Context: an optimization exercise on an open-source flow, tuned for small area. The choices shown serve that exercise and are no tape-out recipe.
In this exercise RTL edits were held to simulation tests only and were not proved equivalent to the original. The clock port is modelled as an ideal driver; clocking choices that lean on that would not hold on a real chip.

==> flow/design.v (outline; a module is shown in full before it is edited, if it fits) <==
// module nco_sin_rom: 138 lines
// module nco: 31 lines
// module cmpy_0: 28 lines
// module cmpy_mix: 2039 lines
// module acc_add: 196 lines
// module pacc_add: 255 lines
// module sum_add: 328 lines
// module pd_add: 278 lines
// module loop_filter: 25 lines
// module polar_costas: 76 lines
module polar_costas (
  input aclk,
  input aresetn,
  input signed [15:0] s_axis_i_tdata,
  input               s_axis_i_tvalid,
  output              s_axis_i_tready,
  input signed [15:0] s_axis_q_tdata,
  input               s_axis_q_tvalid,
  output              s_axis_q_tready,
  output signed [15:0] m_axis_i_sync_tdata,
  output               m_axis_i_sync_tvalid,
  input                m_axis_i_sync_tready,
  output signed [15:0] m_axis_q_sync_tdata,
  output               m_axis_q_sync_tvalid,
  input                m_axis_q_sync_tready
);
  // ...
==> flow/flow/run.sh <==
#!/bin/bash
# Own flow: the standard ORFS layout (standard.sh) with these changes.
#  1. Synthesis runs synth_recipe.tcl with one more option on yosys synth,
#     -noabc, which drops the quick ABC pass inside synth's fine stage, so that
#     extract_fa sees the design's adder trees as written; and the final ABC
#     mapping uses flow/abc_area.script (area-oriented mapping with &nf)
#     in place of ORFS's abc_area.script. Everything else (-nofsm -noshare,
#     the ORFS synthesis script, dfflibmap, flattening and renaming) is
#     unchanged, so the registers are those of the standard synthesis.
#  2. Clock-tree synthesis uses larger sink clusters, no dummy loads and no
#     non-default routing rule on the clock nets.
#  3. Every input and output port still gets its buffer (buffer_ports), of the
#     smallest buffer cell; the resizer sizes it up where timing needs it.
set -euo pipefail
W=$PWD
sed 's/yosys synth -nofsm -noshare {\*}\$args/yosys synth -nofsm -noshare -noabc {*}$args/' synth_recipe.tcl > synth_own.tmp
grep -q -- '-noabc' synth_own.tmp
{
  head -n 1 synth_own.tmp
  cat <<EOF
proc abc {args} {
  set i [lsearch \$args -script]
  if {\$i >= 0} { lset args [expr {\$i + 1}] $W/flow/abc_area.script }
  yosys abc {*}\$args
}
EOF
  tail -n +2 synth_own.tmp
} > synth_own.tcl
sed "s#SYNTH_SCRIPT=[^ ]*#SYNTH_SCRIPT=$W/synth_own.tcl#" standard.sh > standard_own.sh
grep -q 'synth_own.tcl' standard_own.sh
export CTS_ARGS="-sink_clustering_enable -repair_clock_nets -dont_use_dummy_load -apply_ndr none -sink_clustering_size 30 -sink_clustering_max_diameter 100"
export BUFFER_PORTS_ARGS="-buffer_cell sky130_fd_sc_hd__buf_1"
bash standard_own.sh > standard.log 2>&1
==> flow/flow/abc_area.script <==
strash
&get -n
&fraig -x
&put
scorr
dc2
strash
&get -n
&dch -f
&nf -R 1000
&put
topo
stime -c
==> flow/standard.sh <==
#!/bin/bash
# synth_recipe.tcl (not shown) runs the flow's synth.tcl, then flattens the netlist and writes it again
# the make line also repeats each setting of config.mk as NAME=value (left out here)
make -C /OpenROAD-flow-scripts/flow DESIGN_CONFIG=/design/flow/config.mk WORK_HOME=/design/flow/orfs CLKGATE_MAP_FILE= SYNTH_SCRIPT=/design/flow/synth_recipe.tcl "${@:-finish}"
==> flow/config.mk <==
export PLATFORM = sky130hd
export DESIGN_NAME = polar_costas
export DESIGN_NICKNAME = polar_costas
export VERILOG_FILES = /design/flow/design.v
export SDC_FILE = /design/flow/constraint.sdc
export NUM_CORES = 4
export LEC_CHECK = 0
export ABC_AREA = 1
export CAP_MARGIN = 20
export CORE_MARGIN = 2
export CORE_UTILIZATION = 55
export SLEW_MARGIN = 20
==> flow/constraint.sdc <==
create_clock -name core_clock -period 10.0 [get_ports {aclk}]
set_input_delay 2.0000 -clock core_clock [delete_from_list [all_inputs] [get_ports {aclk}]]
set_output_delay 2.0000 -clock core_clock [all_outputs]
set_load 0.01 [all_outputs]
==> impl_metrics.csv, run 1 <==
group,metric,value,unit
clock_network,cts_tree,"done",
route,dr_wl_met2,87800,um
final_layout,bufAreaShareNonClock,1.36,%
timing,tightest_slew,1090,ps
floorplanning,dieWidth,435,um
synthesis,yosys.area_share.simple,2.56,%
worst_setup_path,r2r_end,"lp.sum[37]",
synthesis,synth_cell_types,51,
grt,top_usage_layer,"met1",
synthesis,async_reset_ff_share,6.09,%
final_layout,n_all_buffers,224,
place,dpl.hpwl,135000,um
route,post_drt_wl_per_cell,23.4,um
final_layout,nMultiInputCombCells,3118,
worst_hold_path,holdPathEnd,"nco.phd[41]",
place,dp_slack,429,ps
final_layout,drive_above_1_share,5.89,%
final_layout,multi_input_area_share,27.9,%
run_status,status,"complete, no violations",
worst_setup_path,crit_buf_inv,3,
synthesis,synthTopCellsByArea,"edfxtp_1 (60%), fa_1 (12%), dfxtp_1 (5.5%)",
worst_setup_path,reg2regPathDepth,51,
final_layout,num_antenna_cells,2,
timing,finalSetupViolations,0,
grt,grt-ovfl-total,0,
worst_setup_path,cp.required,10570,ps
place,io_buffer_count,69,
synthesis,synth_edf_count,2048,
synthesis,synth_top_family_by_area,"adder cells",
final_layout,largest_reg_flops,2048,
grt,grt_pass1_vias,50300,
synthesis,synthAdderAreaFrac,15.1,%
clock_network,cts-resized-gates,0,
worst_setup_path,endpoint,"lp.sum[37]",
worst_setup_path,end_kind,"flop",
grt,grt_first_pass_wirelength,313000,um
==> module loop_filter, before the edit <==
module loop_filter (
  input               rst_n,
  input               clk,
  input signed [31:0] pd,
  input               pd_valid,
  output reg signed [37:0] sum
);
reg [2047:0] dl;
reg [6:0]    cnt;
wire         full = cnt[6];
wire signed [31:0] old = (full & pd_valid) ? dl[2047:2016] : 32'd0;
wire [37:0] sum_n;
sum_add sum_adder (.a(sum), .p(pd), .o(old), .s(sum_n));
always @(posedge clk)
  if (pd_valid) dl <= {dl[2015:0], pd};
always @(posedge clk or negedge rst_n)
  if (!rst_n) begin
    cnt <= 7'd0;
    sum <= 38'd0;
  end
  else begin
    if (pd_valid & ~full) cnt <= cnt + 7'd1;
    sum <= sum_n;
  end
endmodule
==> module polar_costas, before the edit <==
module polar_costas (
  input aclk,
  input aresetn,
  input signed [15:0] s_axis_i_tdata,
  input               s_axis_i_tvalid,
  output              s_axis_i_tready,
  input signed [15:0] s_axis_q_tdata,
  input               s_axis_q_tvalid,
  output              s_axis_q_tready,
  output signed [15:0] m_axis_i_sync_tdata,
  output               m_axis_i_sync_tvalid,
  input                m_axis_i_sync_tready,
  output signed [15:0] m_axis_q_sync_tdata,
  output               m_axis_q_sync_tvalid,
  input                m_axis_q_sync_tready
);
reg signed [38:0] pacc;
wire [9:0] phase;
wire       nco_valid;
nco nco (
  .aclk(aclk),
  .aresetn(aresetn),
  .s_axis_phase_tvalid(s_axis_i_tvalid),
  .pacc(pacc),
  .phase(phase),
  .m_axis_data_tvalid(nco_valid)
);
reg v1, v2, v3, v4, pd_valid;
wire both = nco_valid & s_axis_i_tvalid & s_axis_q_tvalid;
always @(posedge aclk or negedge aresetn)
  if (!aresetn) begin
    v1 <= 1'b0; v2 <= 1'b0; v3 <= 1'b0; v4 <= 1'b0; pd_valid <= 1'b0;
  end
  else begin
    v1 <= both; v2 <= v1; v3 <= v2; v4 <= v3; pd_valid <= v4;
  end
wire signed [31:0] re, im;
cmpy_0 cmpy (
  .aclk(aclk),
  .phase(phase),
  .s_axis_b_tdata({s_axis_q_tdata, s_axis_i_tdata}),
  .re_o(re),
  .im_o(im)
);
assign m_axis_i_sync_tdata = {re[31], re[31:17]};
assign m_axis_q_sync_tdata = {im[31], im[31:17]};
assign m_axis_i_sync_tvalid = v4;
assign m_axis_q_sync_tvalid = v4;
wire        pr = re[31];
wire        pm = im[31];
wire [31:0] pd;
pd_add pd_adder (.x(im ^ {32{pr}}), .y(re ^ {32{~pm}}), .c0(pr), .c1(~pm), .s(pd));
wire [31:0] pd_in = pd & {32{v4}};
wire signed [37:0] sum;
loop_filter lp (
  .rst_n(aresetn),
  .clk(aclk),
  .pd(pd_in),
  .pd_valid(v4),
  .sum(sum)
);
reg signed [23:0] k_d;
wire [38:0] pacc_n;
pacc_add pacc_adder (.a(pacc), .k(k_d), .s(pacc_n));
always @(posedge aclk or negedge aresetn)
  if (!aresetn) begin
    k_d  <= 24'd0;
    pacc <= 39'h1;
  end
  else begin
    k_d  <= pd_valid ? sum[37:14] : 24'd0;
    pacc <= pacc_n;
  end
assign s_axis_i_tready = 1'b1;
assign s_axis_q_tready = 1'b1;
endmodule
==> run 2: changes to the inputs <==
--- a/flow/design.v
+++ b/flow/design.v
@@ -3303,6 +3303,7 @@
 wire         full = cnt[6];
 wire signed [31:0] old = (full & pd_valid) ? dl[2047:2016] : 32'd0;
+wire signed [31:0] pd_m = pd_valid ? pd : 32'd0;
 wire [37:0] sum_n;
-sum_add sum_adder (.a(sum), .p(pd), .o(old), .s(sum_n));
+sum_add sum_adder (.a(sum), .p(pd_m), .o(old), .s(sum_n));
 always @(posedge clk)
   if (pd_valid) dl <= {dl[2015:0], pd};
@@ -3369,10 +3370,9 @@
 wire [31:0] pd;
 pd_add pd_adder (.x(im ^ {32{pr}}), .y(re ^ {32{~pm}}), .c0(pr), .c1(~pm), .s(pd));
-wire [31:0] pd_in = pd & {32{v4}};
 wire signed [37:0] sum;
 loop_filter lp (
   .rst_n(aresetn),
   .clk(aclk),
-  .pd(pd_in),
+  .pd(pd),
   .pd_valid(v4),
   .sum(sum)
==> run 2 against run 1 <==
  * Via count grew 1.0%
  * First-iteration DRC count shrank 0.53%
  * Final area is essentially flat
  * Setup slack gained 370 ps
  * Global-route usage grew 0.59 points
  * Synthesized cell count shrank 0.46%
  * Non-clock buffer count shrank 17
  * Core utilization is essentially flat
==> impl_metrics.csv, run 2 <==
group,metric,value,unit
final_layout,final-seq-area,0.0710,mm2
clock_network,htreeDepth,3,
synthesis,synth_edf_count,2048,
final_layout,layout_commonest_cell,"edfxtp_1",
synthesis,async_reset_ff_share,6.09,%
clock_network,cts_root_buffer,"clkbuf_16",
worst_hold_path,worst_hold_path_type,"flop to flop",
clock_network,clock_path_buffers,3,
grt,grt_first_pass_wirelength,318000,um
timing,layout_min_cycle_time,8780,ps
final_layout,multiInputGateArea,0.0308,mm2
clock_network,numCtsBuffers,99,
floorplanning,row_count,158,
place,gp_congestion,0.891,
final_layout,mostFrequentLayoutCells,"edfxtp_1 (2,048), fa_1 (572), xnor2_1 (492)",
place,dpl.hpwl,135000,um
worst_setup_path,start_kind,"flop",
final_layout,fin_nets,7084,
synthesis,netlist_area,0.102,mm2
worst_setup_path,crit_fanout,33,
final_layout,area_growth,7.38,%
clock_network,clk_pin_slew,110,ps
timing,fin_tns_setup,0,ps
clock_network,cts_hold_buf,0,
place,placed_area,0.107,mm2
clock_network,post_cts_buffers,0,
worst_setup_path,critPathSlowestCell,"fa_1",
synthesis,synthMostInstantiatedCell,"edfxtp_1",
grt,grt_usage,22.0,%
route,final_antenna_net_count,0,
clock_network,cts-resized-gates,0,
route,first_pass_iters,6,
clock_network,clock-sinks,2481,
final_layout,top_register,"lp.dl",
route,post_drt_wl_per_cell,24.3,um
synthesis,ys.flop_type,"edfxtp_1",
timing,fmax,114,MHz
place,io_buffer_count,69,
worst_setup_path,worst_path_largest_cell_delay,650,ps
route,drt_iter0_drc,4837,
worst_setup_path,r2r-start,"cmpy.mix.re[31]",
clock_network,cts_tree,"done",
final_layout,reg_top3,"lp.dl x2048, nco.phd x70",
timing,tightest_slew,1140,ps
floorplanning,dieWidth,435,um
synthesis,ys_top_cells_by_count,"edfxtp_1 (2,048), fa_1 (589), xnor2_1 (516)",
flow_run,drv_cap,0,
worst_setup_path,end_kind,"flop",
worst_setup_path,path_class,"flop to flop",
worst_setup_path,regToRegSetupSlack,1220,ps
grt,grt_pass1_vias,50600,
worst_setup_path,startpoint,"cmpy.mix.re[31]",
synthesis,yosys.area.top_type,"edfxtp_1",
synthesis,yosysWarnings,6,
synthesis,synth_top_area_share,60.2,%
timing,rsz0062_at_grt,"no",
synthesis,synth_cell_types,46,
synthesis,synthTopCellsByArea,"edfxtp_1 (60%), fa_1 (12%), dfxtp_1 (5.5%)",
timing,finalHoldViolations,0,
synthesis,ys_ff_latch,2481,
synthesis,syn_avg_cell_area,17.3,um2
final_layout,stdcell_area,0.110,mm2
floorplanning,start_util,55.2,%
route,wirelength,210000,um
grt,grt_antenna_before_repair,8,
synthesis,synth_cells,5892,
timing,maxSlewViolCount,0,
timing,relSlewSlack,24.3,%
timing,worst_hold_slack,217,ps
grt,grt_max_degree,210,
route,drcViolationCount,0,
route,via_count,50100,
final_layout,largest_reg_flops,2048,
floorplanning,ios,74,
synthesis,seq_area_frac_synth,69.4,%
floorplanning,coreArea,0.185,mm2
run_status,status,"complete, no violations",
worst_setup_path,cp_data_arrival_time,9410,ps
worst_setup_path,crit_buf_inv,2,
timing,min_period_over_period,87.8,%
clock_network,clk_latency,760,ps
floorplanning,die_area,0.189,mm2
grt,grt-ovfl-total,0,
worst_hold_path,holdCritStartpoint,"nco.phd[64]",
timing,finalSetupViolations,0,
floorplanning,fp.dieH,435,um
worst_setup_path,cp.required,10630,ps
final_layout,num-fill-cells,14000,
worst_setup_path,cp_top_family,"simple AND/OR/NAND/NOR gates",
timing,skew,125,ps
route,viasPerCell,5.80,
final_layout,drive_above_1_share,5.92,%
run 2: cell count changes in the layout (fill, tap and decap cells not counted), moves of 6 or more:
cell | previous run | this run
clkinv_1 | 284 | 253
buf_4 | 148 | 129
a21oi_1 | 171 | 189
nor2_1 | 170 | 185
fa_1 | 585 | 572
fa_2 | 4 | 17
nand2_1 | 213 | 202
o21ai_0 | 118 | 107
o221ai_1 | 2 | 12
xnor2_2 | 20 | 14
run 2: layout make-up:
type	count	area share, %
flip-flops and latches	2481	64.7
multi-input cells	3122	28.0
repair buffers	207	1.30
inverters	255	0.875
well taps	2480	2.83
clock buffers	99	2.26
diodes	1	0.00228
run 2: worst paths after layout:
kind / endpoint / cells after the start
max in group asynchronous: lp.sum[5] / 3
worst min-delay path: cmpy.s1[4] / 0
worst max register to register: lp.sum[37] / 49
worst min register to register: cmpy.s1[4] / 0
worst max-delay path: lp.sum[37] / 49
min in group asynchronous: pacc[38] / 1
run 2: logic make-up after synthesis:
| logic type | synth area share (%) |
|---|---|
| compound gates | 5.42 |
| xor+xnor | 6.16 |
| fa+ha+maj | 15.1 |
| buf+inv | 1.19 |
| flops | 69.4 |
| mux | 0.162 |
| other cells | 0.00367 |
| simple gates | 2.54 |
run 2: metrics by stage:
stage	setup slack (ps)	utilization, %	cells
floorplan	-11120	-	5893
global placement	1160	57.9	8542
detailed placement	1040	57.9	8542
CTS	1010	59.2	8641
global route	413	59.3	8644
finish	1220	59.3	8645
run 2: layer usage:
metal  wire length (um)  vias up  track usage [%]
met5                  0        -                0
met4               8190        0             7.19
li1                   -    22100                -
met3              13700      458             3.07
met1              95500    25800             33.8
met2              92600     1707             32.8
==> run 3: changes to the inputs <==
--- a/flow/flow/run.sh
+++ b/flow/flow/run.sh
@@ -29,5 +29,5 @@
 sed "s#SYNTH_SCRIPT=[^ ]*#SYNTH_SCRIPT=$W/synth_own.tcl#" standard.sh > standard_own.sh
 grep -q 'synth_own.tcl' standard_own.sh
-export CTS_ARGS="-sink_clustering_enable -repair_clock_nets -dont_use_dummy_load -apply_ndr none -sink_clustering_size 30 -sink_clustering_max_diameter 100"
+export CTS_ARGS="-sink_clustering_enable -repair_clock_nets -dont_use_dummy_load -apply_ndr none -sink_clustering_size 33 -sink_clustering_max_diameter 100"
 export BUFFER_PORTS_ARGS="-buffer_cell sky130_fd_sc_hd__buf_1"
 bash standard_own.sh > standard.log 2>&1
==> run 3 against run 2 <==
  * Still clean on timing, DRC and antenna
  * Global-route usage is essentially flat
  * Die area is the same
  * Final cell count barely moved
  * Synthesized cell count is the same
  * Worst hold slack got worse by 4.7 ps
==> impl_metrics.csv, run 3 <==
group,metric,value,unit
run_status,status,"complete, no violations",
synthesis,synthMostInstantiatedCell,"edfxtp_1",
synthesis,synth_cells,5892,
place,dp_slack,1040,ps
worst_setup_path,crit_fanout,16,
worst_setup_path,critPathSlowestCell,"xnor2_1",
clock_network,clk_pin_slew,110,ps
grt,grt_usage,22.0,%
clock_network,htreeDepth,3,
floorplanning,coreArea,0.185,mm2
timing,layout_min_cycle_time,8840,ps
timing,skew,128,ps
worst_setup_path,cp.required,10520,ps
final_layout,top_register,"lp.dl",
worst_setup_path,start_kind,"flop",
synthesis,ys_ff_latch,2481,
clock_network,clock-sinks,2481,
synthesis,synthTopCellsByArea,"edfxtp_1 (60%), fa_1 (12%), dfxtp_1 (5.5%)",
route,final_antenna_net_count,0,
final_layout,mostFrequentLayoutCells,"edfxtp_1 (2,048), fa_1 (572), xnor2_1 (492)",
clock_network,cts_tree,"done",
synthesis,ys.flop_type,"edfxtp_1",
route,post_drt_wl_per_cell,24.3,um
floorplanning,die_area,0.189,mm2
clock_network,cts_root_buffer,"clkbuf_16",
worst_setup_path,worst_path_largest_cell_delay,980,ps
floorplanning,start_util,55.2,%
clock_network,clk_latency,760,ps
floorplanning,row_count,158,
synthesis,seq_area_frac_synth,69.4,%
timing,min_period_over_period,88.4,%
route,viasPerCell,5.79,
final_layout,fin_nets,7077,
synthesis,synth_top_area_share,60.2,%
timing,tightest_slew,1270,ps
clock_network,clock_path_buffers,3,
final_layout,stdcell_area,0.110,mm2
final_layout,area_growth,7.23,%
timing,finalHoldViolations,0,
timing,fin_ws,1160,ps
route,wirelength,210000,um
floorplanning,dieWidth,435,um
route,drt_iter0_drc,4842,
final_layout,drive_above_1_share,5.81,%
synthesis,yosysWarnings,6,
synthesis,synth_edf_count,2048,
timing,finalSetupViolations,0,
timing,rsz0062_at_grt,"no",
route,via_count,50000,
final_layout,reg_top3,"lp.dl x2048, nco.phd x70",
synthesis,yosys.area.top_type,"edfxtp_1",
timing,worst_hold_slack,212,ps
grt,grt_antenna_before_repair,6,
place,gp_congestion,0.891,
clock_network,numCtsBuffers,92,
worst_setup_path,path_class,"flop to flop",
place,io_buffer_count,69,
timing,maxSlewViolCount,0,
timing,relSlewSlack,14.5,%
synthesis,netlist_area,0.102,mm2
grt,grt_max_degree,210,
clock_network,cts_hold_buf,0,
clock_network,cts-resized-gates,0,
grt,grt_pass1_vias,50500,
grt,grt_first_pass_wirelength,318000,um
place,dpl.hpwl,135000,um
grt,grt-ovfl-total,0,
timing,fin_tns_setup,0,ps
synthesis,async_reset_ff_share,6.09,%
timing,fmax,113,MHz
worst_setup_path,end_kind,"flop",
final_layout,layout_commonest_cell,"edfxtp_1",
final_layout,largest_reg_flops,2048,
synthesis,ys_top_cells_by_count,"edfxtp_1 (2,048), fa_1 (589), xnor2_1 (516)",
route,first_pass_iters,5,
place,placed_area,0.107,mm2
clock_network,post_cts_buffers,0,
worst_hold_path,worst_hold_path_type,"flop to flop",
flow_run,drv_cap,0,
route,drcViolationCount,0,
synthesis,syn_avg_cell_area,17.3,um2
worst_setup_path,critPathMostFrequentCell,"nand2_1",
floorplanning,ios,74,
synthesis,synth_cell_types,46,
floorplanning,fp.dieH,435,um
worst_setup_path,cp_data_arrival_time,9360,ps
## run 3: cell counts after synthesis
Identical to the previous run, type by type.
## run 3: metal layers
| metal | wire length (um) | track usage, % |
|---|---|---|
| met1 | 96200 | 33.8 |
| met2 | 92400 | 32.8 |
| met3 | 13500 | 2.99 |
| met4 | 8260 | 7.17 |
| met5 | 0 | 0 |
## run 3: final timing paths
| path | cells past startpoint | startpoint | endpoint | slack, ps |
|---|---|---|---|---|
| worst max-delay path | 31 | cmpy.s3[11] | cmpy.mix.im[31] | 1160 |
| worst min-delay path | 0 | nco.phd[64] | cmpy.s1[4] | 210 |
| worst max register to register | 31 | cmpy.s3[11] | cmpy.mix.im[31] | 1160 |
| worst min register to register | 0 | nco.phd[64] | cmpy.s1[4] | 210 |
| max in group asynchronous | 3 | aresetn | lp.sum[8] | 7290 |
| min in group asynchronous | 1 | aresetn | pacc[36] | 1080 |
## run 3: worst max-delay path, delay by kind of cell, from the launching register on
family          cells  cell delay, ps
fa+ha+maj           8            3570
simple gates       16            1610
xor+xnor            3            1340
compound gates      3             910
flops               1             810
buf+inv             1             380
## run 3: cells by family after synthesis
logic type | count (synthesis) | synth area share (%)
and+or+nand+nor | 591 | 2.54
muxes | 16 | 0.162
adders and majority gates | 880 | 15.1
AOI/OAI and AO/OA | 915 | 5.42
other | 1 | 0.00367
xor gates and xnor gates | 718 | 6.16
buffers and inverters | 290 | 1.19
DFF | 2481 | 69.4
## run 3: cell type report
cell class | instances | area, um2
Antenna cell | 7 | 17.5
Clock buffer | 92 | 2300
Fill cell | 14000 | 75500
Inverter | 255 | 960
Multi-Input combinational cell | 3122 | 30800
Sequential cell | 2481 | 71000
Tap cell | 2480 | 3100
Timing Repair Buffer | 207 | 1430
## run 3: stage by stage
step / util [%] / std cells
6_report: 59.2 / 8644
5_1_grt: 59.2 / 8642
4_1_cts: 59.1 / 8634
3_5_place_dp: 57.9 / 8542
3_3_place_gp: 57.9 / 8542
2_1_floorplan: - / 5893

[re-timing with driven ports]
Ports are ideal in the flow. The routed layouts listed here were re-timed in OpenROAD.
Step 1 (the two cells are an assumption about what drives the block):
set clk [get_ports {aclk}]
set_driving_cell -lib_cell sky130_fd_sc_hd__clkbuf_16 $clk
set_driving_cell -lib_cell sky130_fd_sc_hd__buf_2 [delete_from_list [all_inputs] $clk]
Step 2 times the ports against the registers' clock, not the clock port: input delays grow and output delays shrink by t, the midpoint of the rising clock arrivals with the driver on.
Slacks: no drivers / after step 1 / after step 2; pairs: no drivers / after step 1.
| run | t (ns) | slack for setup (ns) | latest minus earliest clock arrival (ns) | worst slew at a driven data input, ns |
|---|---|---|---|---|
| run 1 | 0.825 | 0.851 / 0.851 / 0.851 | 0.138 / 0.139 | 0.10 |
| run 2 | 0.803 | 1.222 / 1.222 / 1.222 | 0.169 / 0.169 | 0.05 |
| run 3 | 0.798 | 1.159 / 1.159 / 1.159 | 0.161 / 0.161 | 0.05 |
After both steps setup and hold are still met in every run listed.
